Source: an optimization exercise on an open RTL-to-GDS flow (aim: a short achievable clock period and few clock cycles). Production flows keep margins and buffers that such runs may drop. RTL that was checked went through simulation tests only; none was proved equivalent to the original. No functional check of the RTL was part of run 3. The flow treats the clock pin as an ideal source, which a real chip does not have. Power figures rest on the tool's default switching activity, not on a simulated workload.

===== flow/design.v =====
`timescale 1ns / 1ps
module MIPS_DLX(
	input         clock,
	input         reset,
	input         enable,
	output [9:0]  imem_addr,
	input  [31:0] imem_data,
	output [9:0]  dmem_addr,
	output [31:0] dmem_wdata,
	output        dmem_we,
	input  [31:0] dmem_rdata
);
reg [9:0]  pc;
reg        e_we, e_load, e_store, e_br;
reg        e_mis_eq, e_mis_ne;            
reg        e_fold, e_fbeq, e_fpred;       
reg [9:0]  e_falt;                        
reg        e_fz;                          
reg        e_fa2, e_fb2;                  
reg [31:0] e_a2, e_b2;
reg [3:0]  e_fidx;
reg [1:0]  e_fctr;
reg        e_pred, e_bne;
reg [4:0]  e_dst;
reg [9:0]  e_pc1, e_tgt;                  
reg        e_fa, e_fb, e_fc;              
reg [31:0] e_a, e_b, e_c;                 
reg        e_sub, e_arith, e_and, e_or, e_xor, e_nor, e_slt, e_sltu;
reg        e_sll, e_sr, e_sra, e_big;
reg        e_ek_addi, e_ek_andi, e_ek_slt, e_ek_sltu, e_ek_ld, e_ezk;
reg        e_ek_sl;                       
reg [31:0] e_negimm;
reg [4:0]  x_lo, x_hi0, x_hi1;
reg        x_c;
reg [31:0] x_wdata;
reg        x_sfwd;                        
reg [31:0] m_res;
reg        m_we;
reg [4:0]  m_dst;
reg [31:1] f_one, f_b0;                   
reg [31:0] rf [1:31];
wire [31:0] R = dmem_rdata;
assign dmem_addr  = {x_c ? x_hi1 : x_hi0, x_lo};
assign dmem_wdata = x_sfwd ? m_res : x_wdata;
assign dmem_we    = e_store & enable;
wire [31:0] a = e_fa ? m_res : e_a;
wire [31:0] b = e_fb ? m_res : e_b;
wire [31:0] c = e_fc ? m_res : e_c;
wire [31:0] cx   = c ^ {32{e_sub}};
wire [32:0] sum  = {1'b0, a} + {1'b0, cx} + {32'd0, e_sub};
wire        lt   = (a[31] ^ c[31]) ? a[31] : sum[31];
wire        ltu  = ~sum[32];
wire [4:0]  sh   = c[4:0];
wire        big  = e_big & (|c[31:5]);
wire [31:0] shl  = a << sh;
wire [32:0] shr  = $signed({e_sra & a[31], a}) >>> sh;
wire [31:0] res_shl = big ? 32'd0 : shl;
wire [31:0] res_shr = big ? {32{e_sra & a[31]}} : shr[31:0];
wire [9:0]  sum10 = a[9:0] + cx[9:0] + {9'd0, e_sub};
wire [9:0]  res10 = ({10{e_arith}} & sum10)
                  | ({10{e_and}}   & (a[9:0] & c[9:0]))
                  | ({10{e_or}}    & (a[9:0] | c[9:0]))
                  | ({10{e_xor}}   & (a[9:0] ^ c[9:0]))
                  | ({10{e_nor}}   & ~(a[9:0] | c[9:0]))
                  | ({10{e_sll}}   & res_shl[9:0])
                  | ({10{e_sr}}    & res_shr[9:0]);
wire [31:0] res = ({32{e_arith}} & sum[31:0])
                | ({32{e_and}}   & (a & c))
                | ({32{e_or}}    & (a | c))
                | ({32{e_xor}}   & (a ^ c))
                | ({32{e_nor}}   & ~(a | c))
                | {31'd0, (e_slt & lt) | (e_sltu & ltu)}
                | ({32{e_sll}}   & res_shl)
                | ({32{e_sr}}    & res_shr)
                | ({32{e_load}}  & R);
wire        eq_rr      = (e_a == e_b);
wire        eq_mr      = (m_res == e_b);
wire        eq_rm      = (e_a == m_res);
wire        eq         = e_fa ? (e_fb ? 1'b1 : eq_mr) : (e_fb ? eq_rm : eq_rr);
wire        taken      = eq ^ e_bne;
wire        mispredict_b = eq ? e_mis_eq : e_mis_ne;
wire        eq2        = e_fa2 ? (e_fb2 ? 1'b1 : (m_res == e_b2)) :
                                 (e_fb2 ? (e_a2 == m_res) : (e_a2 == e_b2));
wire        fcond      = e_fz ? ezero : eq2;
wire        ftaken     = e_fbeq ? fcond : ~fcond;
wire        mispredict_f = e_fold & (ftaken != e_fpred);
wire        mispredict = mispredict_b | mispredict_f;
wire        z_addi = e_fa ? (m_res == e_negimm) : (e_a == e_negimm);
wire        ezero = (e_ek_addi & z_addi) | (e_ek_andi & ~|(a & c)) |
                    (e_ek_slt & ~lt) | (e_ek_sltu & ~ltu) | (e_ek_ld & ~|R);
wire [31:0] ins   = imem_data;
wire [5:0]  op    = ins[31:26];
wire [4:0]  rs    = ins[25:21];
wire [4:0]  rt    = ins[20:16];
wire [4:0]  rd    = ins[15:11];
wire [5:0]  funct = ins[5:0];
wire is_r    = op == 6'b000000;
wire is_j    = op == 6'b000010;
wire is_beq  = op == 6'b000100;
wire is_bne  = op == 6'b000101;
wire is_addi = op == 6'b001000;
wire is_slti = op == 6'b001010;
wire is_andi = op == 6'b001100;
wire is_ori  = op == 6'b001101;
wire is_xori = op == 6'b001110;
wire is_lw   = op == 6'b100011;
wire is_sw   = op == 6'b101011;
wire is_imm  = is_addi | is_slti | is_andi | is_ori | is_xori;
wire is_br   = is_beq | is_bne;
wire is_mem  = is_lw | is_sw;
wire [4:0] dst = is_r ? rd : rt;
wire       we  = (is_r | is_imm | is_lw) & (dst != 5'd0);
wire f_add  = is_r & (funct == 6'h20 || funct == 6'h21);
wire f_sub  = is_r & (funct == 6'h22 || funct == 6'h23);
wire f_or   = is_r & (funct == 6'h25);
wire f_xor  = is_r & (funct == 6'h26);
wire f_nor  = is_r & (funct == 6'h27);
wire f_slt  = is_r & (funct == 6'h2a);
wire f_sltu = is_r & (funct == 6'h2b);
wire f_sll  = is_r & (funct == 6'h00);
wire f_srl  = is_r & (funct == 6'h02);
wire f_sra  = is_r & (funct == 6'h03);
wire f_sllv = is_r & (funct == 6'h04);
wire f_srlv = is_r & (funct == 6'h06);
wire f_srav = is_r & (funct == 6'h07);
wire f_and  = is_r & ~(f_add | f_sub | f_or | f_xor | f_nor | f_slt | f_sltu |
                       f_sll | f_srl | f_sra | f_sllv | f_srlv | f_srav);
wire [31:0] imm = {{16{ins[15]}}, ins[15:0]};
wire [31:0] rf_a = (rs == 5'd0) ? 32'd0 : rf[rs];
wire [31:0] rf_b = (rt == 5'd0) ? 32'd0 : rf[rt];
wire [31:0] val_a = rf_a;
wire [31:0] val_b = rf_b;
wire fwd_a = e_we & (e_dst == rs);
wire fwd_b = e_we & (e_dst == rt);
wire       stall    = is_mem & fwd_a & e_ek_sl;
wire [9:0] base     = fwd_a ? (e_load ? R[9:0] : res10) : val_a[9:0];
function [5:0] add5;
	input [4:0] x, y;
	input       cin;
	reg [4:0] p, g, gg, pp, gn, pn;
	integer i, d;
	begin
		p = x ^ y;
		g = x & y;
		gg = g; gg[0] = g[0] | (p[0] & cin);
		pp = p;
		for (d = 1; d < 5; d = d * 2) begin
			gn = gg; pn = pp;
			for (i = d; i < 5; i = i + 1) begin
				gn[i] = gg[i] | (pp[i] & gg[i-d]);
				pn[i] = pp[i] & pp[i-d];
			end
			gg = gn; pp = pn;
		end
		add5 = {gg[4], p ^ {gg[3:0], cin}};
	end
endfunction
wire [5:0] a_lo     = add5(base[4:0], ins[4:0], 1'b0);
wire [5:0] a_hi0    = add5(base[9:5], ins[9:5], 1'b0);
wire [5:0] a_hi1    = add5(base[9:5], ins[9:5], 1'b1);
wire same  = rs == rt;
wire spred = is_beq ? (same | ins[15]) : ~same;
wire       dpred  = spred;
wire       early_ok = is_br & ~same & e_ezk &
                      (((rt == 5'd0) & fwd_a) | ((rs == 5'd0) & fwd_b));
wire       pred     = early_ok ? (is_beq ? ezero : ~ezero) : dpred;
wire [9:0] pc1 = pc + 10'd1;
wire [9:0] pc2 = pc + 10'd2;
wire [9:0] tgt = pc + ins[9:0];
reg [15:0]  fb_v, fb_j, fb_beq, fb_zt;
reg [95:0]  fb_tag;
reg [79:0]  fb_r, fb_rs, fb_rt;
reg [159:0] fb_tgt;
reg [31:0]  fb_ctr;
wire [3:0] fb_i    = pc[3:0];
wire       fb_hit  = fb_v[fb_i] & (fb_tag[fb_i*6 +: 6] == pc[9:4]);
wire       fb_isj  = fb_j[fb_i];
wire       fb_eq   = fb_beq[fb_i];
wire [4:0] fb_reg  = fb_r[fb_i*5 +: 5];
wire [4:0] fb_rsi  = fb_rs[fb_i*5 +: 5];
wire [4:0] fb_rti  = fb_rt[fb_i*5 +: 5];
wire       fb_z    = fb_zt[fb_i];
wire [9:0] fb_dst  = fb_tgt[fb_i*10 +: 10];
wire [1:0] fb_c    = fb_ctr[fb_i*2 +: 2];
wire       x_ezk   = is_addi | is_andi | f_slt | is_slti | f_sltu | is_lw;
wire       fold_ok = fb_hit & ~is_br & ~is_j;
wire       fold_j  = fold_ok & fb_isj;
wire       fold_z  = fb_z & we & x_ezk & (dst == fb_reg);
wire       fold_g  = ~(we & ((dst == fb_rsi) | (dst == fb_rti)));
wire       fold_b  = fold_ok & ~fb_isj & (fold_z | fold_g);
wire [31:0] g_a    = (fb_rsi == 5'd0) ? 32'd0 : rf[fb_rsi];
wire [31:0] g_b    = (fb_rti == 5'd0) ? 32'd0 : rf[fb_rti];
wire        g_fa   = e_we & (e_dst == fb_rsi);
wire        g_fb   = e_we & (e_dst == fb_rti);
wire       x_dec1  = is_addi & (ins[15:0] == 16'hFFFF);
wire       x_bit0  = is_andi & (ins[15:0] == 16'h0001);
wire       m_wrs   = m_we & (m_dst == rs);
wire       rs_one  = (rs != 5'd0) & (m_wrs ? (m_res == 32'd1) : f_one[rs]);
wire       rs_b0   = (rs != 5'd0) & (m_wrs ? m_res[0] : f_b0[rs]);
wire       x_known = (x_dec1 | x_bit0) & ~fwd_a;
wire       x_zero  = x_dec1 ? rs_one : ~rs_b0;
wire       fb_pred = (fold_z & x_known) ? (fb_eq ? x_zero : ~x_zero) : fb_c[1];
wire       fpred   = fold_j | (fold_b & fb_pred);
wire [9:0] f_next = stall ? pc :
                    (fold_j | fold_b) ? (fpred ? fb_dst : pc2) :
                    (is_br & pred) ? tgt : (is_j ? ins[9:0] : pc1);
assign imem_addr = pc;
always @(posedge clock) begin
	if (reset)
		pc <= 10'd0;
	else if (enable)
		pc <= mispredict_f ? e_falt : mispredict_b ? (e_pred ? e_pc1 : e_tgt) : f_next;
end
wire kill = mispredict | stall;       
always @(posedge clock) begin
	if (reset) begin
		e_we <= 1'b0; e_load <= 1'b0; e_store <= 1'b0; e_br <= 1'b0;
		e_mis_eq <= 1'b0; e_mis_ne <= 1'b0; e_ezk <= 1'b0; e_fold <= 1'b0;
	end else if (enable) begin
		e_fold   <= fold_b & ~kill;
		e_ezk    <= we & ~kill & (is_addi | is_andi | f_slt | is_slti | f_sltu | is_lw);
		e_we     <= we & ~kill;
		e_load   <= is_lw & ~kill;
		e_store  <= is_sw & ~kill;
		e_br     <= is_br & ~kill;
		e_mis_eq <= is_br & ~kill & (is_bne == pred);
		e_mis_ne <= is_br & ~kill & (is_bne != pred);
	end
end
always @(posedge clock) begin
	if (enable) begin
		e_dst    <= dst;
		e_bne    <= is_bne;
		e_pred   <= pred;
		e_fbeq   <= fb_eq;
		e_fz     <= fold_z;
		e_fa2    <= g_fa;
		e_fb2    <= g_fb;
		e_a2     <= g_a;
		e_b2     <= g_b;
		e_fpred  <= fb_pred;
		e_falt   <= fb_pred ? pc2 : fb_dst;
		e_fidx   <= fb_i;
		e_fctr   <= fb_c;
		e_pc1    <= pc1;
		e_tgt    <= tgt;
		e_fa     <= fwd_a;
		e_fb     <= fwd_b;
		e_fc     <= fwd_b & ~is_imm;
		e_a      <= val_a;
		e_b      <= val_b;
		e_c      <= is_imm ? imm : val_b;
		e_sub    <= f_sub | f_slt | f_sltu | is_slti;
		e_arith  <= f_add | f_sub | is_addi;
		e_and    <= f_and | is_andi;
		e_or     <= f_or | is_ori;
		e_xor    <= f_xor | is_xori;
		e_nor    <= f_nor;
		e_slt    <= f_slt | is_slti;
		e_sltu   <= f_sltu;
		e_sll    <= f_sll | f_sllv;
		e_sr     <= f_srl | f_sra | f_srlv | f_srav;
		e_sra    <= f_sra | f_srav;
		e_big    <= f_sll | f_srl | f_sra;
		e_ek_addi <= is_addi;
		e_ek_andi <= is_andi;
		e_ek_slt  <= f_slt | is_slti;
		e_ek_sltu <= f_sltu;
		e_ek_ld   <= is_lw;
		e_ek_sl   <= f_slt | is_slti | f_sltu;
		e_negimm  <= 32'd0 - imm;
		x_lo     <= a_lo[4:0];
		x_c      <= a_lo[5];
		x_hi0    <= a_hi0[4:0];
		x_hi1    <= a_hi1[4:0];
		x_wdata  <= val_b;
		x_sfwd   <= fwd_b;
	end
end
always @(posedge clock) begin
	if (enable) begin
		m_res <= res;
		m_dst <= e_dst;
	end
end
always @(posedge clock) begin
	if (reset)
		m_we <= 1'b0;
	else if (enable)
		m_we <= e_we;
end
always @(posedge clock) begin
	if (m_we) begin
		f_one[m_dst] <= (m_res == 32'd1);
		f_b0[m_dst]  <= m_res[0];
	end
end
wire       al_zt   = is_br & ~same & ((rt == 5'd0) | (rs == 5'd0));
reg        a_v, a_j, a_beq, a_sp, a_zt;
reg [4:0]  a_rs, a_rt;
reg [9:0]  a_pc, a_tgt;
reg [4:0]  a_r;
always @(posedge clock) begin
	if (reset)
		a_v <= 1'b0;
	else if (enable)
		a_v <= is_j | is_br;
end
always @(posedge clock) begin
	if (enable) begin
		a_pc  <= pc;
		a_j   <= is_j;
		a_beq <= is_beq;
		a_sp  <= spred;
		a_r   <= (rt == 5'd0) ? rs : rt;
		a_zt  <= al_zt;
		a_rs  <= rs;
		a_rt  <= rt;
		a_tgt <= is_j ? ins[9:0] : tgt;
	end
end
wire [9:0] pm1     = a_pc - 10'd1;
wire [3:0] al_i    = pm1[3:0];
wire       al_have = fb_v[al_i] & (fb_tag[al_i*6 +: 6] == pm1[9:4]);
wire       al      = a_v & ~al_have;
wire [1:0] fctr_t  = (e_fctr == 2'b11) ? 2'b11 : e_fctr + 2'b01;
wire [1:0] fctr_n  = (e_fctr == 2'b00) ? 2'b00 : e_fctr - 2'b01;
reg        fu_v;
reg [3:0]  fu_i;
reg [1:0]  fu_ctr;
always @(posedge clock) begin
	if (reset)
		fu_v <= 1'b0;
	else if (enable)
		fu_v <= e_fold;
end
always @(posedge clock) begin
	if (enable) begin
		fu_i   <= e_fidx;
		fu_ctr <= ftaken ? fctr_t : fctr_n;
	end
end
always @(posedge clock) begin
	if (reset) begin
		fb_v <= 16'd0;
	end else if (enable && al) begin
		fb_v[al_i] <= 1'b1;
	end
end
always @(posedge clock) begin
	if (enable && al) begin
		fb_tag[al_i*6 +: 6]   <= pm1[9:4];
		fb_j[al_i]            <= a_j;
		fb_beq[al_i]          <= a_beq;
		fb_r[al_i*5 +: 5]     <= a_r;
		fb_zt[al_i]           <= a_zt;
		fb_rs[al_i*5 +: 5]    <= a_rs;
		fb_rt[al_i*5 +: 5]    <= a_rt;
		fb_tgt[al_i*10 +: 10] <= a_tgt;
		fb_ctr[al_i*2 +: 2]   <= a_sp ? 2'b10 : 2'b01;
	end else if (enable && fu_v) begin
		fb_ctr[fu_i*2 +: 2]   <= fu_ctr;
	end
end
always @(posedge clock) begin
	if (e_we)
		rf[e_dst] <= res;
end
endmodule

===== flow/flow/post_cts.tcl =====
# Extra timing repair at the end of ORFS's CTS step (before 4_1_cts.odb is
# written): fix slow transitions, then more setup repair passes, then
# legalize the placement again.
puts "post_cts: extra repair"
estimate_parasitics -placement
repair_design -slew_margin 50 -cap_margin 50 -verbose
estimate_parasitics -placement
repair_timing -setup -setup_margin 5.5 -repair_tns 100 -verbose
detailed_placement
estimate_parasitics -placement
repair_timing -setup -setup_margin 5.5 -repair_tns 100 -verbose
detailed_placement
check_placement -verbose
report_worst_slack -max

===== flow/flow/run.sh =====
#!/bin/bash
# Layout: the standard ORFS flow (standard.sh, which runs the standard
# synthesis unchanged), with these settings changed:
#   - DONT_USE_CELLS: the platform's list plus the delay cells (clkdlybuf*,
#     dlygate*, dlymetal*), so that repair never puts them on data paths;
#   - SETUP_SLACK_MARGIN 5.5: repair_timing keeps working until paths are
#     about 4.5 ns long (the clock stays at the design's 10 ns);
#   - SLEW_MARGIN / CAP_MARGIN 50: repair_design aims further below the
#     library's slew and capacitance limits;
#   - POST_CTS_TCL: post_cts.tcl, more repair passes at the end of CTS.
# ORFS's own logs are under orfs/logs; make's output goes to standard.log.
set -euo pipefail
here="$PWD/flow"
DONT_USE="$(tr '\n' ' ' < "$here/dont_use.txt")"
bash standard.sh "DONT_USE_CELLS=$DONT_USE" SETUP_SLACK_MARGIN=5.5 \
	SLEW_MARGIN=50 CAP_MARGIN=50 POST_CTS_TCL="$here/post_cts.tcl" \
	finish > standard.log 2>&1

===== flow/standard.sh =====
#!/bin/bash
# synth_recipe.tcl (not shown) runs the flow's synth.tcl, then flattens the netlist and writes it again
# the make line also repeats each setting of config.mk as NAME=value (left out here)
make -C /OpenROAD-flow-scripts/flow DESIGN_CONFIG=/design/flow/config.mk WORK_HOME=/design/flow/orfs CLKGATE_MAP_FILE= SYNTH_SCRIPT=/design/flow/synth_recipe.tcl "${@:-finish}"

===== flow/config.mk =====
export PLATFORM = sky130hd
export DESIGN_NAME = MIPS_DLX
export DESIGN_NICKNAME = MIPS_DLX
export VERILOG_FILES = /design/flow/design.v
export SDC_FILE = /design/flow/constraint.sdc
export NUM_CORES = 8
export LEC_CHECK = 0
export CAP_MARGIN = 20
export CORE_MARGIN = 2
export CORE_UTILIZATION = 40
export SLEW_MARGIN = 20

===== flow/constraint.sdc =====
create_clock -name core_clock -period 10.0 [get_ports {clock}]
set_input_delay 2.0000 -clock core_clock [delete_from_list [all_inputs] [get_ports {clock}]]
set_output_delay 2.0000 -clock core_clock [all_outputs]
set_load 0.01 [all_outputs]

===== flow/flow/dont_use.txt =====
sky130_fd_sc_hd__probe_p_8 sky130_fd_sc_hd__probec_p_8 sky130_fd_sc_hd__lpflow_bleeder_1 sky130_fd_sc_hd__lpflow_clkbufkapwr_1 sky130_fd_sc_hd__lpflow_clkbufkapwr_16 sky130_fd_sc_hd__lpflow_clkbufkapwr_2 sky130_fd_sc_hd__lpflow_clkbufkapwr_4 sky130_fd_sc_hd__lpflow_clkbufkapwr_8 sky130_fd_sc_hd__lpflow_clkinvkapwr_1 sky130_fd_sc_hd__lpflow_clkinvkapwr_16 sky130_fd_sc_hd__lpflow_clkinvkapwr_2 sky130_fd_sc_hd__lpflow_clkinvkapwr_4 sky130_fd_sc_hd__lpflow_clkinvkapwr_8 sky130_fd_sc_hd__lpflow_decapkapwr_12 sky130_fd_sc_hd__lpflow_decapkapwr_3 sky130_fd_sc_hd__lpflow_decapkapwr_4 sky130_fd_sc_hd__lpflow_decapkapwr_6 sky130_fd_sc_hd__lpflow_decapkapwr_8 sky130_fd_sc_hd__lpflow_inputiso0n_1 sky130_fd_sc_hd__lpflow_inputiso0p_1 sky130_fd_sc_hd__lpflow_inputiso1n_1 sky130_fd_sc_hd__lpflow_inputiso1p_1 sky130_fd_sc_hd__lpflow_inputisolatch_1 sky130_fd_sc_hd__lpflow_isobufsrc_1 sky130_fd_sc_hd__lpflow_isobufsrc_16 sky130_fd_sc_hd__lpflow_isobufsrc_2 sky130_fd_sc_hd__lpflow_isobufsrc_4 sky130_fd_sc_hd__lpflow_isobufsrc_8 sky130_fd_sc_hd__lpflow_isobufsrckapwr_16 sky130_fd_sc_hd__lpflow_lsbuf_lh_hl_isowell_tap_1 sky130_fd_sc_hd__lpflow_lsbuf_lh_hl_isowell_tap_2 sky130_fd_sc_hd__lpflow_lsbuf_lh_hl_isowell_tap_4 sky130_fd_sc_hd__lpflow_lsbuf_lh_isowell_4 sky130_fd_sc_hd__lpflow_lsbuf_lh_isowell_tap_1 sky130_fd_sc_hd__lpflow_lsbuf_lh_isowell_tap_2 sky130_fd_sc_hd__lpflow_lsbuf_lh_isowell_tap_4  sky130_fd_sc_hd__clkdlybuf4s15_1 sky130_fd_sc_hd__clkdlybuf4s15_2 sky130_fd_sc_hd__clkdlybuf4s18_1 sky130_fd_sc_hd__clkdlybuf4s18_2 sky130_fd_sc_hd__clkdlybuf4s25_1 sky130_fd_sc_hd__clkdlybuf4s25_2 sky130_fd_sc_hd__clkdlybuf4s50_1 sky130_fd_sc_hd__clkdlybuf4s50_2 sky130_fd_sc_hd__dlygate4sd1_1 sky130_fd_sc_hd__dlygate4sd2_1 sky130_fd_sc_hd__dlygate4sd3_1 sky130_fd_sc_hd__dlymetal6s2s_1 sky130_fd_sc_hd__dlymetal6s4s_1 sky130_fd_sc_hd__dlymetal6s6s_1

==> results of run 1 <==
-- sequential cells by signal (all words and copies together) (netlist names), 80 cells and up --
register	count
fb_r	80
fb_rs	80
fb_rt	80
fb_tag	96
fb_tgt	160
rf	992
-- how the worst max path moves through the flow --
stage               slack [ns]  cells past startpoint                    to            from
global route              5.25                     22  rf[16][27]$_DFFE_PP_  e_fc$_DFFE_PP_
floorplan                 4.85                     15     x_lo[4]$_DFFE_PP_   imem_data[21]
global placement          3.19                     14    x_hi0[4]$_DFFE_PP_   imem_data[23]
finish                    5.32                     18   rf[1][29]$_DFFE_PP_  e_fa$_DFFE_PP_
detailed placement        3.10                     16    pc[0]$_SDFFE_PP0P_   imem_data[21]
-- cell type report --
type,count,area share [%]
tap,4160,3.51
clock inverter,139,1.05
multi-input combinational,7140,44.9
sequential,2003,40.3
antenna,13,0.0219
inverter,169,0.488
timing repair inverter,2,0.0194
clock buffer,259,3.87
timing repair buffer,969,5.84
-- per-layer routing --
metal | up-vias | global-route usage [%] | wire length [um]
met2 | 8699 | 45.8 | 225000
met5 | - | 0 | 252
met3 | 1529 | 10.3 | 77100
met1 | 52200 | 42.0 | 192000
li1 | 41200 | - | -
met4 | 14 | 14.9 | 29400
-- worst max-delay path, stage by stage, from the launching register on --
cell        delay (ns)
edfxtp_1          0.38
buf_6             0.16
buf_12            0.13
mux2i_1           0.14
buf_4             0.20
clkinvlp_4        0.18
ha_4              0.34
nand2_4           0.08
o21ai_4           0.18
o21ai_2           0.09
or3_4             0.40
a21boi_4          0.20
o21a_1            0.21
o21ai_4           0.09
a2111oi_4         0.35
nor2_2            0.09
a211o_1           0.35
mux2i_4           0.30
a211o_4           0.48
-- cells by family (layout without fill, tap and decap cells) --
group	count (synthesis)	after routing	synth area share, %
DFF	2003	2003	47.2
muxes	1635	1635	23.0
adders and majority gates	163	163	1.65
AOI/OAI and AO/OA	2345	2352	13.0
buffers and inverters	1042	1538	3.41
other	0	13	0
and+or+nand+nor	2658	2660	9.41
xor gates and xnor gates	330	330	2.30
-- placed cells by master, fill, tap and decap left out, types with 76 or more instances in the layout --
cell          n
a211oi_1    461
a21oi_1     433
a22o_1      350
a311oi_1    131
a31oi_1     190
and2_1      257
buf_1       292
buf_12       80
buf_2       197
buf_4       107
buf_6       104
clkbuf_16   242
edfxtp_1   1967
ha_1        123
inv_1       141
mux2_2      204
mux2i_1     325
mux2i_4      78
mux4_2      993
nand2_1    1175
nand3_1      96
nor2_1      548
nor2_4       76
o21ai_0     217
xnor2_1     182
xor2_1      129
-- power by group --
| group | leakage, nW | switching, W | internal [W] |
|---|---|---|---|
| sequential | 18.4 | 0.000317 | 0.00979 |
| combinational | 27.6 | 0.00518 | 0.00279 |
| clock | 3.53 | 0.00362 | 0.00485 |
| total | 49.6 | 0.00912 | 0.0174 |
-- metrics by stage --
step | hold WS [ns] | area [um^2] | total power [W] | cells | util (%)
after floorplan | 0.424 | 127000 | 0.0144 | 10200 | -
after global placement | 0.467 | 131000 | 0.0167 | 13900 | 41.6
after detailed placement | 0.473 | 133000 | 0.0169 | 14000 | 42.3
after global routing | 0.533 | 148000 | 0.0272 | 14800 | 47.1
final | 0.497 | 148000 | 0.0265 | 14900 | 47.1
==> impl_metrics.env, run 1 <==
export IMPL_rr_startpoint="e_fa$_DFFE_PP_"
export IMPL_synth_edf_count=1967
export IMPL_r2r_cells=18
export IMPL_path_clk_slew_ns=0.07
export IMPL_ys_warn_count=1
export IMPL_grt_pass1_vias=98500
export IMPL_clock_latency_ns=0.97
export IMPL_skew_ns=0.110
export IMPL_post_route_min_period_ns=4.68
export IMPL_setup_ws_ns=5.32
export IMPL_period_share_pct=46.8
export IMPL_grt_pass1_wl_mm=734
export IMPL_setup_viol=0
export IMPL_path_max_fanout=8
export IMPL_grt_max_degree=100
export IMPL_die_area_um2=321000
export IMPL_nFillCells=27600
export IMPL_post_drt_wl_per_cell_um=35.3
export IMPL_ys_top_cells_by_area="edfxtp_1, mux4_2, nand2_1, mux2i_1, a211oi_1"
export IMPL_p_leak_nw=49.6
export IMPL_cp_data_required_time_ns=10.58
export IMPL_synth_largest_area_cell="edfxtp_1"
export IMPL_viasPerCell=6.98
export IMPL_start_util_pct=40.2
export IMPL_crit_path_end_kind="flip-flop"
export IMPL_power_density_nw_per_um2=179
export IMPL_tightestPinTransition_ns=0.832
export IMPL_syn_area_um2=127000
export IMPL_setup_tns_ns=0
export IMPL_nets=10700
export IMPL_synthFlopType="edfxtp_1"
export IMPL_die_w_um=566
export IMPL_grt_remaining_overflow=0
export IMPL_cts_tree="built"
export IMPL_area_delta_synth_final_pct=17.2
export IMPL_cp_arrival_ns=5.26
export IMPL_multi_input_area_um2=66600
export IMPL_synth_cell_types=116
export IMPL_drc=0
export IMPL_reg2reg_slack_ns=5.32
export IMPL_rows=206
export IMPL_syn_instance_count=10200
export IMPL_antenna_found_initial=35
export IMPL_final_antenna_net_count=0
export IMPL_fp_dieH_um=566
export IMPL_final_max_slew_viol_count=0
export IMPL_wirelength_mm=524
export IMPL_drt_pass1_iterations=9
export IMPL_grt_util_all_layers_pct=31.3
export IMPL_io_pins=120
export IMPL_ir_drop_uv=167
export IMPL_drt_iter0_drc=17500
export IMPL_synth_commonest_cells="edfxtp_1, nand2_1, mux4_2"
export IMPL_seq_area_frac_synth_pct=47.2
export IMPL_crit_type="reg2reg"
export IMPL_rsz0062_at_grt="yes"
export IMPL_cts_sinks=2003
export IMPL_synth_fp_nets=10400
export IMPL_hp_class="reg2reg"
export IMPL_hp_start="e_store$_SDFFE_PP0P_"
export IMPL_ys_ff_latch=2003
export IMPL_globalplace_congestion=1.02
export IMPL_status="no timing/DRC/antenna violations"
export IMPL_synth_most_common_cell="edfxtp_1"
export IMPL_dpl_hpwl_mm=340
export IMPL_r2r_end="rf[1][29]$_DFFE_PP_"
export IMPL_synthArstFlopShare_pct=0
export IMPL_clock_fmax_mhz=214
export IMPL_synth_area_per_cell_um2=12.4
export IMPL_startpoint_type="flip-flop"
export IMPL_vias=104000
export IMPL_finalHoldViolations=0
export IMPL_seq_area_um2=59800
export IMPL_slew_headroom_pct=44.5
export IMPL_drive_above_1_share_pct=26.7
export IMPL_min_path_cells=2
export IMPL_io_buffers=119
export IMPL_coreArea_um2=315000
export IMPL_pre_cts_ws_ns=3.10
export IMPL_cap_viol_max_count=0
export IMPL_synth_top_area_share_pct=46.7
export IMPL_min_to="e_store$_SDFFE_PP0P_"
Testbench counts, summed over its fixed seeds: cycles 26,110.
==> inputs of run 2 (changes only) <==
==> flow/flow/run.sh (replaced) <==
#!/bin/bash
# Layout: the standard ORFS flow (standard.sh, which runs the standard
# synthesis unchanged), with these settings changed:
#   - DONT_USE_CELLS: the platform's list plus the delay cells (clkdlybuf*,
#     dlygate*, dlymetal*), so that repair never puts them on data paths;
#   - SETUP_SLACK_MARGIN 5.7: repair_timing keeps working until paths are
#     about 4.3 ns long (the clock stays at the design's 10 ns);
#   - SLEW_MARGIN / CAP_MARGIN 50: repair_design aims further below the
#     library's slew and capacitance limits;
#   - POST_CTS_TCL: post_cts.tcl, more repair passes at the end of CTS.
# ORFS's own logs are under orfs/logs; make's output goes to standard.log.
set -euo pipefail
here="$PWD/flow"
DONT_USE="$(tr '\n' ' ' < "$here/dont_use.txt")"
bash standard.sh "DONT_USE_CELLS=$DONT_USE" SETUP_SLACK_MARGIN=5.7 \
	SLEW_MARGIN=50 CAP_MARGIN=50 POST_CTS_TCL="$here/post_cts.tcl" \
	finish > standard.log 2>&1
--- a/flow/flow/post_cts.tcl
+++ b/flow/flow/post_cts.tcl
@@ -6,8 +6,8 @@
 repair_design -slew_margin 50 -cap_margin 50 -verbose
 estimate_parasitics -placement
-repair_timing -setup -setup_margin 5.5 -repair_tns 100 -verbose
+repair_timing -setup -setup_margin 5.7 -repair_tns 100 -verbose
 detailed_placement
 estimate_parasitics -placement
-repair_timing -setup -setup_margin 5.5 -repair_tns 100 -verbose
+repair_timing -setup -setup_margin 5.7 -repair_tns 100 -verbose
 detailed_placement
 check_placement -verbose
==> run 2 against run 1 <==
  * Global-route usage rose by 0.20 points
  * Clock power rose by 2.8%
  * Sequential share of layout area fell by 1.1 points
  * Flip-flop and latch count did not move
  * Via count rose by 2.1%
  * Non-clock buffer count rose by 219
  * Die area did not move
  * Routed wire length rose by 2.0%
  * Worst setup slack got worse by 0.083 ns
  * Highest routed layer unchanged
==> impl_metrics.env, run 2 <==
export IMPL_status="no timing/DRC/antenna violations"
export IMPL_startpoint_type="flip-flop"
export IMPL_r2r_cells=22
export IMPL_syn_area_um2=127000
export IMPL_synth_largest_area_cell="edfxtp_1"
export IMPL_die_area_um2=321000
export IMPL_period_share_pct=47.6
export IMPL_rr_startpoint="e_fc$_DFFE_PP_"
export IMPL_die_w_um=566
export IMPL_reg_top3="rf x992, fb_tgt x160, fb_tag x96"
export IMPL_switching_power_w=0.00944
export IMPL_grt_max_degree=142
export IMPL_regMostFlops="rf"
export IMPL_ir_drop_uv=161
export IMPL_drc=0
export IMPL_crit_path_end_kind="flip-flop"
export IMPL_syn_instance_count=10200
export IMPL_cts_tree="built"
export IMPL_slew_headroom_pct=29.0
export IMPL_synth_most_common_cell="edfxtp_1"
export IMPL_seq_area_frac_synth_pct=47.2
export IMPL_synth_top_area_share_pct=46.7
export IMPL_final_antenna_net_count=0
export IMPL_grt_pass1_vias=99800
export IMPL_r2r_end="rf[9][0]$_DFFE_PP_"
export IMPL_drt_iter0_drc=18400
export IMPL_power_density_nw_per_um2=181
export IMPL_dp_cells=13900
export IMPL_clock_fmax_mhz=210
export IMPL_cp_arrival_ns=5.39
export IMPL_final_cell_mix="edfxtp_1, nand2_1, mux4_2, nor2_1, a211oi_1"
export IMPL_io_buffers=119
export IMPL_final_max_slew_viol_count=0
export IMPL_nets=11000
export IMPL_p_sw_share_pct=34.2
export IMPL_fp_dieH_um=566
export IMPL_synthFlopType="edfxtp_1"
export IMPL_hp_class="reg2reg"
export IMPL_area_delta_synth_final_pct=20.6
export IMPL_grt_pass1_wl_mm=739
export IMPL_cap_viol_max_count=0
export IMPL_antenna_found_initial=30
export IMPL_clock_latency_ns=0.97
export IMPL_path_max_fanout=8
export IMPL_final_cells=15100
export IMPL_synth_edf_count=1967
export IMPL_p_clk_share_pct=31.6
export IMPL_grt_remaining_overflow=0
export IMPL_p_comb_share_pct=32.0
export IMPL_io_pins=120
export IMPL_finalHoldViolations=0
export IMPL_power_frac_seq_pct=36.5
export IMPL_tightestPinTransition_ns=1.06
export IMPL_post_drt_wl_per_cell_um=35.4
export IMPL_drive_above_1_share_pct=29.3
export IMPL_crit_end="rf[9][0]$_DFFE_PP_"
export IMPL_rsz0062_at_grt="yes"
export IMPL_post_route_min_period_ns=4.76
export IMPL_skew_ns=0.0986
export IMPL_cp_data_required_time_ns=10.63
export IMPL_fin_util_pct=48.5
export IMPL_synth_area_per_cell_um2=12.4
export IMPL_start_util_pct=40.2
export IMPL_wirelength_mm=535
export IMPL_internal_power_w=0.0181
export IMPL_synth_commonest_cells="edfxtp_1, nand2_1, mux4_2"
export IMPL_setup_viol=0
export IMPL_path_clk_slew_ns=0.06
export IMPL_rows=206
export IMPL_p_leak_nw=51.5
export IMPL_drt_pass1_iterations=9
export IMPL_setup_tns_ns=0
export IMPL_synthArstFlopShare_pct=0
export IMPL_timing_hold_ws_ns=0.494
export IMPL_viasPerCell=7.01
export IMPL_synth_cell_types=116
export IMPL_ys_ff_latch=2003
export IMPL_cts_sinks=2003
export IMPL_grt_util_all_layers_pct=31.5
export IMPL_synth_fp_nets=10400
export IMPL_coreArea_um2=315000
export IMPL_largest_register_ffs=992
export IMPL_ys_top_cells_by_area="edfxtp_1, mux4_2, nand2_1, mux2i_1, a211oi_1"
export IMPL_startpoint="e_fc$_DFFE_PP_"
export IMPL_stdcell_area_um2=153000
export IMPL_crit_type="reg2reg"
export IMPL_ys_warn_count=1
export IMPL_place_area_um2=133000
export IMPL_dpl_hpwl_mm=333
export IMPL_vias=106000
export IMPL_reg2reg_slack_ns=5.24
export IMPL_layout_commonest_cell="edfxtp_1"
export IMPL_globalplace_congestion=0.978
run 2: final cells by class:
class                      instances  area (um^2)
antenna                           13         32.5
clock buffer                     255         5710
clock inverter                   150         1810
fill                           27200       162000
inverter                         169          728
multi-input combinational       7148        67700
sequential                      2003        59800
tap                             4160         5200
timing repair buffer            1188        11600
timing repair inverter             3         35.0
run 2: per-stage QoR:
stage / setup slack, ns / power (W)
2_1_floorplan: 4.85 / 0.0144
6_report: 5.24 / 0.0276
3_5_place_dp: 3.65 / 0.0169
3_3_place_gp: 3.04 / 0.0167
5_1_grt: 5.13 / 0.0282
run 2: how the worst min path moves through the flow:
| stage | from | endpoint | slack, ns | cells after the start |
|---|---|---|---|---|
| global placement | fb_v[9]$_SDFFE_PP0P_ | fb_v[9]$_SDFFE_PP0P_ | 0.46 | 2 |
| floorplan | e_dst[0]$_DFFE_PP_ | m_dst[0]$_DFFE_PP_ | 0.42 | 0 |
| detailed placement | e_store$_SDFFE_PP0P_ | e_store$_SDFFE_PP0P_ | 0.46 | 2 |
| global route | fb_v[7]$_SDFFE_PP0P_ | fb_v[7]$_SDFFE_PP0P_ | 0.52 | 2 |
| finish | fb_v[5]$_SDFFE_PP0P_ | fb_v[5]$_SDFFE_PP0P_ | 0.49 | 2 |
run 2: power by group through the flow:
| stage | registers (W) | clock network (W) | logic, W |
|---|---|---|---|
| 2_1_floorplan | 0.0101 | 0 | 0.00430 |
| 3_3_place_gp | 0.0103 | 0 | 0.00642 |
| 3_5_place_dp | 0.0103 | 0 | 0.00665 |
| 5_1_grt | 0.0101 | 0.00906 | 0.00909 |
| 6_report | 0.0101 | 0.00871 | 0.00881 |
run 2: cells by family after synthesis:
family | synth area share, %
AND/OR/NAND/NOR | 9.41
AO/OA/AOI/OAI | 13.0
flip-flops | 47.2
multiplexers | 23.0
buffers and inverters | 3.41
XOR/XNOR | 2.30
adder cells (fa/ha/maj) | 1.65
run 2: critical path, stage by stage (launching register included):
cell and delay [ns]:
edfxtp_1 0.39, buf_8 0.15, buf_12 0.13, buf_1 0.09
buf_4 0.15, buf_8 0.13, mux2i_4 0.21, xnor2_2 0.17
ha_4 0.31, buf_6 0.10, buf_1 0.09, buf_2 0.11
o21a_1 0.18, o2111ai_2 0.17, o2bb2ai_4 0.24, nand4_1 0.15
a21oi_2 0.27, buf_2 0.18, nor2b_4 0.05, o211ai_1 0.53
nand4_1 0.25, buf_12 0.22, clkbuf_16 0.17
run 2: metal layers:
| layer | up-vias | wire (um) | track usage [%] |
|---|---|---|---|
| met5 | - | 258 | 0 |
| met4 | 16 | 33100 | 16.2 |
| met3 | 1826 | 79000 | 9.86 |
| met2 | 9248 | 231000 | 46.6 |
| met1 | 53000 | 191000 | 41.7 |
| li1 | 41700 | - | - |
==> inputs of run 3 (changes only) <==
--- a/flow/design.v
+++ b/flow/design.v
@@ -26,4 +26,5 @@
 reg        e_fa, e_fb, e_fc;              
 reg [31:0] e_a, e_b, e_c;                 
+reg [31:0] e_cx;                          
 reg        e_sub, e_arith, e_and, e_or, e_xor, e_nor, e_slt, e_sltu;
 reg        e_sll, e_sr, e_sra, e_big;
@@ -36,4 +37,5 @@
 reg        x_sfwd;                        
 reg [31:0] m_res;
+reg [31:0] m_resn;                        
 reg        m_we;
 reg [4:0]  m_dst;
@@ -47,5 +49,5 @@
 wire [31:0] b = e_fb ? m_res : e_b;
 wire [31:0] c = e_fc ? m_res : e_c;
-wire [31:0] cx   = c ^ {32{e_sub}};
+wire [31:0] cx   = e_fc ? (e_sub ? m_resn : m_res) : e_cx;
 wire [32:0] sum  = {1'b0, a} + {1'b0, cx} + {32'd0, e_sub};
 wire        lt   = (a[31] ^ c[31]) ? a[31] : sum[31];
@@ -251,4 +253,5 @@
 		e_b      <= val_b;
 		e_c      <= is_imm ? imm : val_b;
+		e_cx     <= (is_imm ? imm : val_b) ^ {32{f_sub | f_slt | f_sltu | is_slti}};
 		e_sub    <= f_sub | f_slt | f_sltu | is_slti;
 		e_arith  <= f_add | f_sub | is_addi;
@@ -281,4 +284,5 @@
 	if (enable) begin
 		m_res <= res;
+		m_resn <= ~res;
 		m_dst <= e_dst;
 	end
==> flow/flow/run.sh (replaced) <==
#!/bin/bash
# Layout: the standard ORFS flow (standard.sh, which runs the standard
# synthesis unchanged), with these settings changed:
#   - DONT_USE_CELLS: the platform's list plus the delay cells (clkdlybuf*,
#     dlygate*, dlymetal*), so that repair never puts them on data paths;
#   - SETUP_SLACK_MARGIN 5.6: repair_timing keeps working until paths are
#     about 4.4 ns long (the clock stays at the design's 10 ns);
#   - SLEW_MARGIN / CAP_MARGIN 50: repair_design aims further below the
#     library's slew and capacitance limits;
#   - POST_CTS_TCL: post_cts.tcl, more repair passes at the end of CTS.
# ORFS's own logs are under orfs/logs; make's output goes to standard.log.
set -euo pipefail
here="$PWD/flow"
DONT_USE="$(tr '\n' ' ' < "$here/dont_use.txt")"
bash standard.sh "DONT_USE_CELLS=$DONT_USE" SETUP_SLACK_MARGIN=5.6 \
	SLEW_MARGIN=50 CAP_MARGIN=50 POST_CTS_TCL="$here/post_cts.tcl" \
	finish > standard.log 2>&1
--- a/flow/flow/post_cts.tcl
+++ b/flow/flow/post_cts.tcl
@@ -6,8 +6,8 @@
 repair_design -slew_margin 50 -cap_margin 50 -verbose
 estimate_parasitics -placement
-repair_timing -setup -setup_margin 5.7 -repair_tns 100 -verbose
+repair_timing -setup -setup_margin 5.6 -repair_tns 100 -verbose
 detailed_placement
 estimate_parasitics -placement
-repair_timing -setup -setup_margin 5.7 -repair_tns 100 -verbose
+repair_timing -setup -setup_margin 5.6 -repair_tns 100 -verbose
 detailed_placement
 check_placement -verbose
==> run 3 against run 2 <==
  * Still clean
  * Combinational power is 12% lower
  * Highest routed layer unchanged
  * Final cell count is 5.7% lower
  * Sequential power hardly changed
  * First-iteration DRC count is 15% lower
  * Clock power hardly changed
  * Utilization is 0.91 points lower
  * Routed wire length is 2.7% lower
  * Total power is 2.7% lower
==> impl_metrics.env, run 3 <==
export IMPL_crit_type="reg2reg"
export IMPL_ir_drop_uv=197
export IMPL_io_buffers=119
export IMPL_hp_class="reg2reg"
export IMPL_drive_above_1_share_pct=31.4
export IMPL_synthArstFlopShare_pct=0
export IMPL_seq_area_frac_synth_pct=48.4
export IMPL_synth_largest_area_cell="edfxtp_1"
export IMPL_die_w_um=569
export IMPL_synth_edf_count=2031
export IMPL_critical_path_buf_inv_count=10
export IMPL_synthFlopType="edfxtp_1"
export IMPL_synth_commonest_cells="edfxtp_1, mux4_2, nand2_1"
export IMPL_antenna_found_initial=29
export IMPL_ys_ff_latch=2067
export IMPL_globalplace_congestion=0.994
export IMPL_drt_pass1_iterations=9
export IMPL_cts_sinks=2067
export IMPL_grt_max_degree=85
export IMPL_clock_latency_ns=0.93
export IMPL_grt_util_all_layers_pct=31.2
export IMPL_critPathMostFrequentCell="buf_6"
export IMPL_ys_warn_count=1
export IMPL_reg2reg_slack_ns=5.26
export IMPL_synth_cell_types=98
export IMPL_post_drt_wl_per_cell_um=36.5
export IMPL_power_density_nw_per_um2=178
export IMPL_viasPerCell=6.91
export IMPL_crit_slowest_cell="edfxtp_1"
export IMPL_synth_top_area_share_pct=47.8
export IMPL_final_max_slew_viol_count=0
export IMPL_cts_tree="built"
export IMPL_path_clk_slew_ns=0.06
export IMPL_crit_path_max_incr_delay_ns=0.39
export IMPL_largest_register_ffs=992
export IMPL_cp_data_required_time_ns=10.80
export IMPL_clock_fmax_mhz=211
export IMPL_slew_headroom_pct=43.1
export IMPL_yosys_area_share_xor_xnor_pct=2.34
export IMPL_tightestPinTransition_ns=0.829
export IMPL_final_antenna_net_count=0
export IMPL_start_util_pct=40.2
export IMPL_path_max_fanout=5
export IMPL_finalHoldViolations=0
export IMPL_area_delta_synth_final_pct=18.5
export IMPL_io_pins=120
export IMPL_status="no timing/DRC/antenna violations"
export IMPL_fp_dieH_um=569
export IMPL_nFillCells=27300
export IMPL_synth_simple_area_share_pct=7.29
export IMPL_coreArea_um2=318000
export IMPL_wirelength_mm=520
export IMPL_p_leak_nw=50.8
export IMPL_regMostFlops="rf"
export IMPL_path_cells="buf_6 > buf_2 > buf_6 > mux2i_2 > buf_4 > inv_1 > ha_1 > a21oi_2 > o2111ai_2 > o21ba_4 > o21a_1 > a41oi_4 > buf_8 > mux2i_4 > buf_6 > a31o_4 > o21bai_4 > buf_6 > buf_6 > nand2_8 > buf_1 > a221oi_2 > a21bo_1 > a221oi_2"
export IMPL_grt_pass1_wl_mm=723
export IMPL_syn_area_um2=128000
export IMPL_synth_compound_area_share_pct=10.4
export IMPL_setup_ws_ns=5.26
export IMPL_die_area_um2=324000
export IMPL_reg_top3="rf x992, fb_tgt x160, fb_tag x96"
export IMPL_synth_top_family_by_area="multiplexers"
export IMPL_synth_area_per_cell_um2=13.5
export IMPL_setup_viol=0
export IMPL_period_share_pct=47.4
export IMPL_setup_tns_ns=0
export IMPL_fin_total_pwr_w=0.0268
export IMPL_post_route_min_period_ns=4.74
export IMPL_rows=207
export IMPL_synth_fa_ha_area_share_pct=1.65
export IMPL_cp_arrival_ns=5.54
export IMPL_skew_ns=0.0753
export IMPL_nets=10100
export IMPL_layout_commonest_cell="edfxtp_1"
export IMPL_cap_viol_max_count=0
export IMPL_synthMuxAreaShare_pct=26.9
export IMPL_synth_most_common_cell="edfxtp_1"
export IMPL_critPathTopFamily="compound AO/OA/AOI/OAI gates"
export IMPL_syn_instance_count=9420
export IMPL_dpl_hpwl_mm=331
export IMPL_startpoint_type="flip-flop"
export IMPL_pre_cts_ws_ns=3.24
export IMPL_vias=98300
export IMPL_ys_top_cells_by_area="edfxtp_1, mux4_2, mux2i_1, a22o_1, nand2_1"
export IMPL_grt_pass1_vias=94900
export IMPL_synth_fp_nets=9649
export IMPL_drc=0
export IMPL_rsz0062_at_grt="yes"
export IMPL_crit_path_end_kind="flip-flop"
export IMPL_grt_remaining_overflow=0
export IMPL_drt_iter0_drc=15500
export IMPL_final_cell_mix="edfxtp_1, mux4_2, nand2_1, nor2_1, mux2i_1"
==> run 3: report_power, final <==
| group | total [W] | internal [W] | switching [W] |
|---|---|---|---|
| combinational | 0.00777 | 0.00285 | 0.00492 |
| clock | 0.00869 | 0.00502 | 0.00367 |
| sequential | 0.0104 | 0.0101 | 0.000283 |
| total | 0.0268 | 0.0180 | 0.00887 |
==> run 3: routing by layer <==
layer  global-route usage (%)  wire, um
met2                     47.5    231000
met3                     8.83     68700
met1                     39.9    183000
met4                     17.6     36400
met5                   0.0149       141
==> run 3: worst paths after layout <==
path / endpoint / depth (start not counted) / startpoint
worst min-delay path: pc[3]$_SDFFE_PP0P_ / 2 / e_falt[3]$_DFFE_PP_
worst max register to register: pc[1]$_SDFFE_PP0P_ / 24 / e_fa$_DFFE_PP_
worst min register to register: pc[3]$_SDFFE_PP0P_ / 2 / e_falt[3]$_DFFE_PP_
worst max-delay path: pc[1]$_SDFFE_PP0P_ / 24 / e_fa$_DFFE_PP_
==> run 3: worst reg2reg max path: cells and delay by family, from the launching register on <==
family	cells	cell delay (ns)
compound gates	10	2.12
buf+inv	10	1.32
mux	2	0.48
flops	1	0.39
fa+ha+maj	1	0.28
simple gates	1	0.05
==> run 3: area by class of cell <==
type / instances / area [um^2] / share of cell area, %
timing repair buffer: 991 / 9350 / 6.18
tap: 4180 / 5230 / 3.46
clock buffer: 279 / 6050 / 4.00
clock inverter: 133 / 1410 / 0.932
multi-input combinational: 6384 / 66600 / 44.1
sequential: 2067 / 61700 / 40.8
inverter: 181 / 733 / 0.485
antenna: 19 / 47.5 / 0.0315
==> run 3: cells by family (layout without fill, tap and decap cells) <==
group / after synthesis / in the layout
adders and majority gates: 164 / 164
other: 0 / 19
muxes: 1890 / 1892
and+or+nand+nor: 2108 / 2111
AOI/OAI and AO/OA: 1874 / 1878
buffers and inverters: 978 / 1584
xor gates and xnor gates: 339 / 339
DFF: 2067 / 2067
==> run 3: through the flow <==
step                      cell area (um^2)  instances  hold slack (ns)  util, %
after detailed placement            135000      13300            0.458     42.5
after floorplan                     129000       9420            0.424        -
after global routing                151000      14200            0.506     47.6
final                               151000      14200            0.472     47.6
after global placement              133000      13200            0.460     41.8
==> inputs of run 4 (changes only) <==
--- a/flow/design.v
+++ b/flow/design.v
@@ -26,5 +26,4 @@
 reg        e_fa, e_fb, e_fc;              
 reg [31:0] e_a, e_b, e_c;                 
-reg [31:0] e_cx;                          
 reg        e_sub, e_arith, e_and, e_or, e_xor, e_nor, e_slt, e_sltu;
 reg        e_sll, e_sr, e_sra, e_big;
@@ -37,5 +36,4 @@
 reg        x_sfwd;                        
 reg [31:0] m_res;
-reg [31:0] m_resn;                        
 reg        m_we;
 reg [4:0]  m_dst;
@@ -49,5 +47,5 @@
 wire [31:0] b = e_fb ? m_res : e_b;
 wire [31:0] c = e_fc ? m_res : e_c;
-wire [31:0] cx   = e_fc ? (e_sub ? m_resn : m_res) : e_cx;
+wire [31:0] cx   = c ^ {32{e_sub}};
 wire [32:0] sum  = {1'b0, a} + {1'b0, cx} + {32'd0, e_sub};
 wire        lt   = (a[31] ^ c[31]) ? a[31] : sum[31];
@@ -253,5 +251,4 @@
 		e_b      <= val_b;
 		e_c      <= is_imm ? imm : val_b;
-		e_cx     <= (is_imm ? imm : val_b) ^ {32{f_sub | f_slt | f_sltu | is_slti}};
 		e_sub    <= f_sub | f_slt | f_sltu | is_slti;
 		e_arith  <= f_add | f_sub | is_addi;
@@ -284,5 +281,4 @@
 	if (enable) begin
 		m_res <= res;
-		m_resn <= ~res;
 		m_dst <= e_dst;
 	end
==> flow/flow/post_cts.tcl (replaced) <==
# Extra timing repair at the end of ORFS's CTS step (before 4_1_cts.odb is
# written): fix slow transitions, then a setup repair pass that only resizes,
# swaps pins and clones (no new buffers), then legalize the placement again.
puts "post_cts: extra repair"
estimate_parasitics -placement
repair_design -slew_margin 50 -cap_margin 50 -verbose
estimate_parasitics -placement
repair_timing -setup -setup_margin 5.6 -repair_tns 100 -skip_buffering -verbose
detailed_placement
check_placement -verbose
report_worst_slack -max
==> run 4 against run 3 <==
  * Via count up 6.6%
  * Highest routed layer unchanged
  * Synthesized cell count is 8.0% higher
  * Combinational power is 6.2% higher
  * Flip-flop and latch count shrank 64
  * Largest cell class unchanged
  * Routed wire length grew 3.1%
==> impl_metrics.env, run 4 <==
export IMPL_status="no timing/DRC/antenna violations"
export IMPL_synth_area_per_cell_um2=12.4
export IMPL_startpoint_type="flip-flop"
export IMPL_coreArea_um2=315000
export IMPL_synth_largest_area_cell="edfxtp_1"
export IMPL_synth_simple_area_share_pct=9.41
export IMPL_p_leak_nw=50.4
export IMPL_rsz0062_at_grt="yes"
export IMPL_final_max_slew_viol_count=0
export IMPL_seq_area_frac_synth_pct=47.2
export IMPL_path_cells="buf_6 > clkbuf_16 > mux2i_1 > buf_4 > clkinvlp_4 > ha_4 > nand2_4 > o21ai_4 > a311oi_2 > or3_4 > a21boi_2 > o21a_2 > o21ai_4 > a2111oi_4 > buf_2 > o31ai_2 > nand3b_1 > o21ai_2 > a211o_4 > buf_8"
export IMPL_cts_tree="built"
export IMPL_critical_path_buf_inv_count=6
export IMPL_synth_compound_area_share_pct=13.0
export IMPL_crit_path_end_kind="flip-flop"
export IMPL_tightestPinTransition_ns=0.851
export IMPL_antenna_found_initial=34
export IMPL_p_comb_share_pct=30.4
export IMPL_regMostFlops="rf"
export IMPL_final_cells=15000
export IMPL_internal_power_w=0.0178
export IMPL_ys_top_cells_by_area="edfxtp_1, mux4_2, nand2_1, mux2i_1, a211oi_1"
export IMPL_io_pins=120
export IMPL_rows=206
export IMPL_finalHoldViolations=0
export IMPL_hp_class="reg2reg"
export IMPL_synth_commonest_cells="edfxtp_1, nand2_1, mux4_2"
export IMPL_period_share_pct=45.2
export IMPL_crit_path_max_incr_delay_ns=0.47
export IMPL_synthMuxAreaShare_pct=23.0
export IMPL_synth_most_common_cell="edfxtp_1"
export IMPL_synth_top_area_share_pct=46.7
export IMPL_synth_fp_nets=10400
export IMPL_clock_fmax_mhz=221
export IMPL_synth_fa_ha_area_share_pct=1.65
export IMPL_dpl_hpwl_mm=339
export IMPL_drt_iter0_drc=17800
export IMPL_post_drt_wl_per_cell_um=35.8
export IMPL_drive_above_1_share_pct=27.9
export IMPL_p_clk_share_pct=32.5
export IMPL_grt_max_degree=155
export IMPL_nets=10800
export IMPL_yosys_area_share_xor_xnor_pct=2.30
export IMPL_final_cell_mix="edfxtp_1, nand2_1, mux4_2, nor2_1, a211oi_1"
export IMPL_cp_arrival_ns=5.18
export IMPL_grt_pass1_vias=98500
export IMPL_grt_pass1_wl_mm=743
export IMPL_io_buffers=119
export IMPL_clock_latency_ns=0.96
export IMPL_grt_remaining_overflow=0
export IMPL_slew_headroom_pct=43.3
export IMPL_path_clk_slew_ns=0.08
export IMPL_ir_drop_uv=154
export IMPL_skew_ns=0.0756
export IMPL_synth_top_family_by_area="multiplexers"
export IMPL_crit_slowest_cell="a211o_4"
export IMPL_crit_type="reg2reg"
export IMPL_synth_edf_count=1967
export IMPL_largest_register_ffs=992
export IMPL_cp_data_required_time_ns=10.65
export IMPL_switching_power_w=0.00931
export IMPL_vias=105000
export IMPL_drc=0
export IMPL_area_delta_synth_final_pct=18.9
export IMPL_synth_cell_types=116
export IMPL_dp_cells=14000
export IMPL_cap_viol_max_count=0
export IMPL_globalplace_congestion=0.992
export IMPL_die_w_um=566
export IMPL_cts_sinks=2003
export IMPL_setup_viol=0
export IMPL_start_util_pct=40.2
export IMPL_grt_util_all_layers_pct=31.8
export IMPL_die_area_um2=321000
export IMPL_viasPerCell=7.01
export IMPL_syn_instance_count=10200
export IMPL_ys_warn_count=1
export IMPL_synthArstFlopShare_pct=0
export IMPL_drt_pass1_iterations=9
export IMPL_post_route_min_period_ns=4.52
export IMPL_syn_area_um2=127000
export IMPL_setup_tns_ns=0
export IMPL_power_frac_seq_pct=37.2
export IMPL_reg_top3="rf x992, fb_tgt x160, fb_tag x96"
export IMPL_fp_dieH_um=566
export IMPL_ys_ff_latch=2003
export IMPL_final_antenna_net_count=0
export IMPL_wirelength_mm=536
export IMPL_path_max_fanout=6
export IMPL_p_sw_share_pct=34.3
export IMPL_nFillCells=27400
export IMPL_critPathMostFrequentCell="o21ai_4"
export IMPL_power_density_nw_per_um2=180
export IMPL_critPathTopFamily="compound AO/OA/AOI/OAI gates"
export IMPL_synthFlopType="edfxtp_1"
export IMPL_layout_commonest_cell="edfxtp_1"
-- run 4: routing by layer --
layer	vias to the layer above	part of all wire [%]	global-route usage, %
li1	41400	-	-
met1	52600	36	42.4
met2	8995	43	46.4
met3	1814	15	10.2
met4	22	6.2	15.9
met5	-	0.026	0
-- run 4: worst register-to-register path, stage by stage (launching register included) --
cell and delay [ns]:
edfxtp_1 0.39, buf_6 0.15, clkbuf_16 0.15, mux2i_1 0.18
buf_4 0.20, clkinvlp_4 0.16, ha_4 0.33, nand2_4 0.07
o21ai_4 0.19, a311oi_2 0.09, or3_4 0.42, a21boi_2 0.15
o21a_2 0.18, o21ai_4 0.08, a2111oi_4 0.37, buf_2 0.19
o31ai_2 0.08, nand3b_1 0.13, o21ai_2 0.07, a211o_4 0.47
buf_8 0.21
-- run 4: power by group through the flow --
stage	logic [W]	registers [W]	clock network, W
floorplan	0.00429	0.0101	0
detailed placement	0.00661	0.0103	0
global placement	0.00637	0.0103	0
global route	0.00852	0.0101	0.00917
finish	0.00825	0.0101	0.00882
-- run 4: metrics by stage --
stage | util, % | hold WS (ns) | worst slack (ns) | total power, W | area (um^2)
3_3_place_gp | 41.6 | 0.460 | 3.00 | 0.0167 | 131000
5_1_grt | 47.8 | 0.521 | 5.42 | 0.0278 | 150000
3_5_place_dp | 42.4 | 0.484 | 3.51 | 0.0169 | 133000
2_1_floorplan | - | 0.424 | 4.85 | 0.0144 | 127000
6_report | 47.8 | 0.502 | 5.48 | 0.0272 | 151000
-- run 4: path summary, 6_finish.rpt --
path	startpoint	endpoint	slack, ns	cells past startpoint
worst max-delay path	e_fa$_DFFE_PP_	m_res[27]$_DFFE_PP_	5.48	20
worst min-delay path	e_store$_SDFFE_PP0P_	e_store$_SDFFE_PP0P_	0.50	2
worst max register to register	e_fa$_DFFE_PP_	m_res[27]$_DFFE_PP_	5.48	20
worst min register to register	e_store$_SDFFE_PP0P_	e_store$_SDFFE_PP0P_	0.50	2
-- run 4: cell type report --
class                      count  area, um^2  area share, %
timing repair buffer        1048        9920           6.59
timing repair inverter         3        21.3         0.0141
clock buffer                 257        5700           3.78
sequential                  2003       59800           39.7
inverter                     169         738          0.490
antenna                       18        45.0         0.0299
clock inverter               155        1930           1.29
multi-input combinational   7140       67200           44.6
tap                         4160        5200           3.46
-- run 4: cell families after synthesis --
group,count (synthesis)
AOI/OAI and AO/OA,2345
muxes,1635
adders and majority gates,163
DFF,2003
and+or+nand+nor,2658
buffers and inverters,1042
xor gates and xnor gates,330
Testbench counts of run 4, summed over its fixed seeds: cycles 26,110.
==> inputs of run 5 (changes only) <==
--- a/flow/flow/run.sh
+++ b/flow/flow/run.sh
@@ -8,5 +8,6 @@
 #   - SLEW_MARGIN / CAP_MARGIN 50: repair_design aims further below the
 #     library's slew and capacitance limits;
-#   - POST_CTS_TCL: post_cts.tcl, more repair passes at the end of CTS.
+#   - POST_CTS_TCL: post_cts.tcl, one more repair pass at the end of CTS
+#     that resizes, swaps pins and clones but adds no buffers.
 # ORFS's own logs are under orfs/logs; make's output goes to standard.log.
 set -euo pipefail
--- a/flow/flow/post_cts.tcl
+++ b/flow/flow/post_cts.tcl
@@ -8,4 +8,7 @@
 repair_timing -setup -setup_margin 5.6 -repair_tns 100 -skip_buffering -verbose
 detailed_placement
+estimate_parasitics -placement
+repair_timing -setup -setup_margin 5.6 -repair_tns 100 -skip_buffering -verbose
+detailed_placement
 check_placement -verbose
 report_worst_slack -max
==> run 5 against run 4 <==
  * Clock skew rose by 0.0027 ns
  * Largest cell class unchanged
  * First-iteration DRC count down 2.5%
  * Via count down 0.81%
  * Critical path depth fell by 5
==> impl_metrics.env, run 5 <==
export IMPL_layout_commonest_cell="edfxtp_1"
export IMPL_fp_dieH_um=566
export IMPL_drt_iter0_drc=17400
export IMPL_vias=104000
export IMPL_reg_top3="rf x992, fb_tgt x160, fb_tag x96"
export IMPL_synth_commonest_cells="edfxtp_1, nand2_1, mux4_2"
export IMPL_multi_input_area_um2=66800
export IMPL_tightestPinTransition_ns=0.856
export IMPL_post_route_min_period_ns=4.60
export IMPL_startpoint_type="flip-flop"
export IMPL_synthArstFlopShare_pct=0
export IMPL_slew_headroom_pct=42.4
export IMPL_regMostFlops="rf"
export IMPL_cts_tree="built"
export IMPL_p_leak_nw=50.0
export IMPL_synthFlopType="edfxtp_1"
export IMPL_grt_pass1_wl_mm=744
export IMPL_drive_above_1_share_pct=27.1
export IMPL_start_util_pct=40.2
export IMPL_synth_largest_area_cell="edfxtp_1"
export IMPL_pre_cts_ws_ns=3.51
export IMPL_drc=0
export IMPL_crit_slowest_cell="nor4_1"
export IMPL_grt_pass1_vias=98500
export IMPL_crit_path_end_kind="flip-flop"
export IMPL_period_share_pct=46.0
export IMPL_synth_top_area_share_pct=46.7
export IMPL_ir_drop_uv=162
export IMPL_die_w_um=566
export IMPL_crit_path_max_incr_delay_ns=0.79
export IMPL_rsz0062_at_grt="yes"
export IMPL_final_antenna_net_count=0
export IMPL_synth_most_common_cell="edfxtp_1"
export IMPL_cts_sinks=2003
export IMPL_skew_ns=0.0783
export IMPL_final_max_slew_viol_count=0
export IMPL_hp_class="reg2reg"
export IMPL_setup_viol=0
export IMPL_cp_depth=15
export IMPL_ys_warn_count=1
export IMPL_cp_data_required_time_ns=10.77
export IMPL_path_cells="buf_12 > bufbuf_16 > mux2i_4 > buf_1 > nor4_1 > a21oi_1 > nor4_2 > a211oi_4 > buf_6 > and2_1 > a221oi_4 > o31a_1 > buf_2 > o22a_1 > o22ai_1"
export IMPL_synth_area_per_cell_um2=12.4
export IMPL_critPathTopFamily="simple AND/OR/NAND/NOR gates"
export IMPL_die_area_um2=321000
export IMPL_cap_viol_max_count=0
export IMPL_status="no timing/DRC/antenna violations"
export IMPL_path_clk_slew_ns=0.08
export IMPL_clock_fmax_mhz=217
export IMPL_r2r_end="pc[2]$_SDFFE_PP0P_"
export IMPL_startpoint="e_fa$_DFFE_PP_"
export IMPL_nFillCells=27500
export IMPL_critical_path_buf_inv_count=5
export IMPL_setup_ws_ns=5.40
export IMPL_rows=206
export IMPL_syn_area_um2=127000
export IMPL_seq_area_frac_synth_pct=47.2
export IMPL_seq_area_um2=59800
export IMPL_post_drt_wl_per_cell_um=35.8
export IMPL_final_cells=14900
export IMPL_syn_instance_count=10200
export IMPL_globalplace_congestion=0.992
export IMPL_finalHoldViolations=0
export IMPL_crit_end="pc[2]$_SDFFE_PP0P_"
export IMPL_cp_arrival_ns=5.37
export IMPL_grt_remaining_overflow=0
export IMPL_ys_ff_latch=2003
export IMPL_io_buffers=119
export IMPL_ys_top_cells_by_area="edfxtp_1, mux4_2, nand2_1, mux2i_1, a211oi_1"
export IMPL_largest_register_ffs=992
export IMPL_synth_fp_nets=10400
export IMPL_path_max_fanout=11
export IMPL_grt_max_degree=155
export IMPL_dpl_hpwl_mm=339
export IMPL_viasPerCell=7.00
export IMPL_io_pins=120
export IMPL_dp_cells=14000
export IMPL_fin_total_pwr_w=0.0270
export IMPL_grt_util_all_layers_pct=31.8
export IMPL_rr_startpoint="e_fa$_DFFE_PP_"
export IMPL_reg2reg_slack_ns=5.40
export IMPL_clock_latency_ns=0.96
export IMPL_coreArea_um2=315000
export IMPL_synth_cell_types=116
export IMPL_area_delta_synth_final_pct=18.0
export IMPL_antenna_found_initial=26
export IMPL_r2r_cells=15
export IMPL_drt_pass1_iterations=10
export IMPL_power_density_nw_per_um2=181
export IMPL_final_cell_mix="edfxtp_1, nand2_1, mux4_2, nor2_1, a211oi_1"
export IMPL_wirelength_mm=532
export IMPL_synth_edf_count=1967
export IMPL_nets=10700
export IMPL_crit_type="reg2reg"
export IMPL_setup_tns_ns=0
run 5: how the worst min path moves through the flow:
stage                     startpoint                    end  slack (ns)  cells past startpoint
2_1_floorplan     e_dst[0]$_DFFE_PP_     m_dst[0]$_DFFE_PP_        0.42                      0
3_3_place_gp   e_mis_ne$_SDFFE_PP0P_  e_mis_ne$_SDFFE_PP0P_        0.46                      2
3_5_place_dp    e_store$_SDFFE_PP0P_   e_store$_SDFFE_PP0P_        0.48                      2
5_1_grt         fb_v[5]$_SDFFE_PP0P_   fb_v[5]$_SDFFE_PP0P_        0.52                      2
6_report           fu_v$_SDFFE_PP0P_      fu_v$_SDFFE_PP0P_        0.51                      2
run 5: routing by layer:
layer | GRT usage (%) | share of wire [%] | vias up
li1 | - | - | 41200
met1 | 42.7 | 37 | 52300
met2 | 46.5 | 43 | 8680
met3 | 9.96 | 15 | 1769
met4 | 15.8 | 6.2 | 20
met5 | 0 | 0.025 | -
run 5: power by group:
| part | switching, W | internal [W] |
|---|---|---|
| combinational | 0.00522 | 0.00287 |
| sequential | 0.000302 | 0.00979 |
| clock | 0.00372 | 0.00510 |
| total | 0.00924 | 0.0178 |
run 5: cell type report:
class / instances / area share [%]
multi-input cells: 7140 / 44.7
flip-flops and latches: 2003 / 40.0
repair buffers: 957 / 6.17
clock buffers: 257 / 3.81
well taps: 4160 / 3.48
clock inverters: 155 / 1.29
inverters: 169 / 0.472
diodes: 10 / 0.0167
repair inverters: 2 / 0.00670
run 5: kinds of logic (layout without fill, tap and decap cells):
kind of cell	count (synthesis)	after routing	share of synthesized area, %
and+or+nand+nor	2658	2663	9.41
buffers and inverters	1042	1540	3.41
adders and majority gates	163	163	1.65
DFF	2003	2003	47.2
muxes	1635	1635	23.0
xor gates and xnor gates	330	330	2.30
AOI/OAI and AO/OA	2345	2349	13.0
other	0	10	0
run 5: stage by stage:
stage	cell area [um^2]	hold WS (ns)	utilization (%)
2_1_floorplan	127000	0.424	-
3_3_place_gp	131000	0.460	41.6
5_1_grt	149000	0.521	47.4
6_report	149000	0.506	47.4
3_5_place_dp	133000	0.484	42.4
run 5: tightest hold or removal path: cells and delay by family (launching register included):
kind	cells	cell delay [ns]
flip-flops	1	0.33
AND/OR/NAND/NOR	1	0.07
multiplexers	1	0.07

-- separate check: timing with driven ports --
The flow's constraints put no driver on any port. The routed layouts listed below were extracted and timed again, unchanged, in two steps.
Step 1 assumes that a clkbuf_16 drives the clock port and a buf_2 every other input.
Step 2 also shifts input and output timing later by t, the mid clock arrival at the registers, as if the neighbouring blocks saw the same clock.
Three values: ideal ports, drivers, drivers and shift; two values: the first two.
| run | shift t [ns] | slack for setup (ns) | hold slack, ns |
|---|---|---|---|
| run 1 | 1.020 | 5.320 / 5.060 / 4.039 | 0.497 / 0.497 / 0.497 |
| run 2 | 1.026 | 5.238 / 5.193 / 4.168 | 0.494 / 0.494 / 0.494 |
| run 3 | 1.008 | 5.258 / 5.251 / 4.244 | 0.472 / 0.472 / 0.472 |
| run 4 | 1.022 | 5.478 / 5.217 / 4.195 | 0.502 / 0.502 / 0.502 |
| run 5 | 1.022 | 5.399 / 5.213 / 4.191 | 0.506 / 0.506 / 0.506 |
After both steps every run listed still meets setup and hold. The setup slack of run 4, which loses most, moves by -0.261 ns with the drivers and by -1.283 ns with both steps.
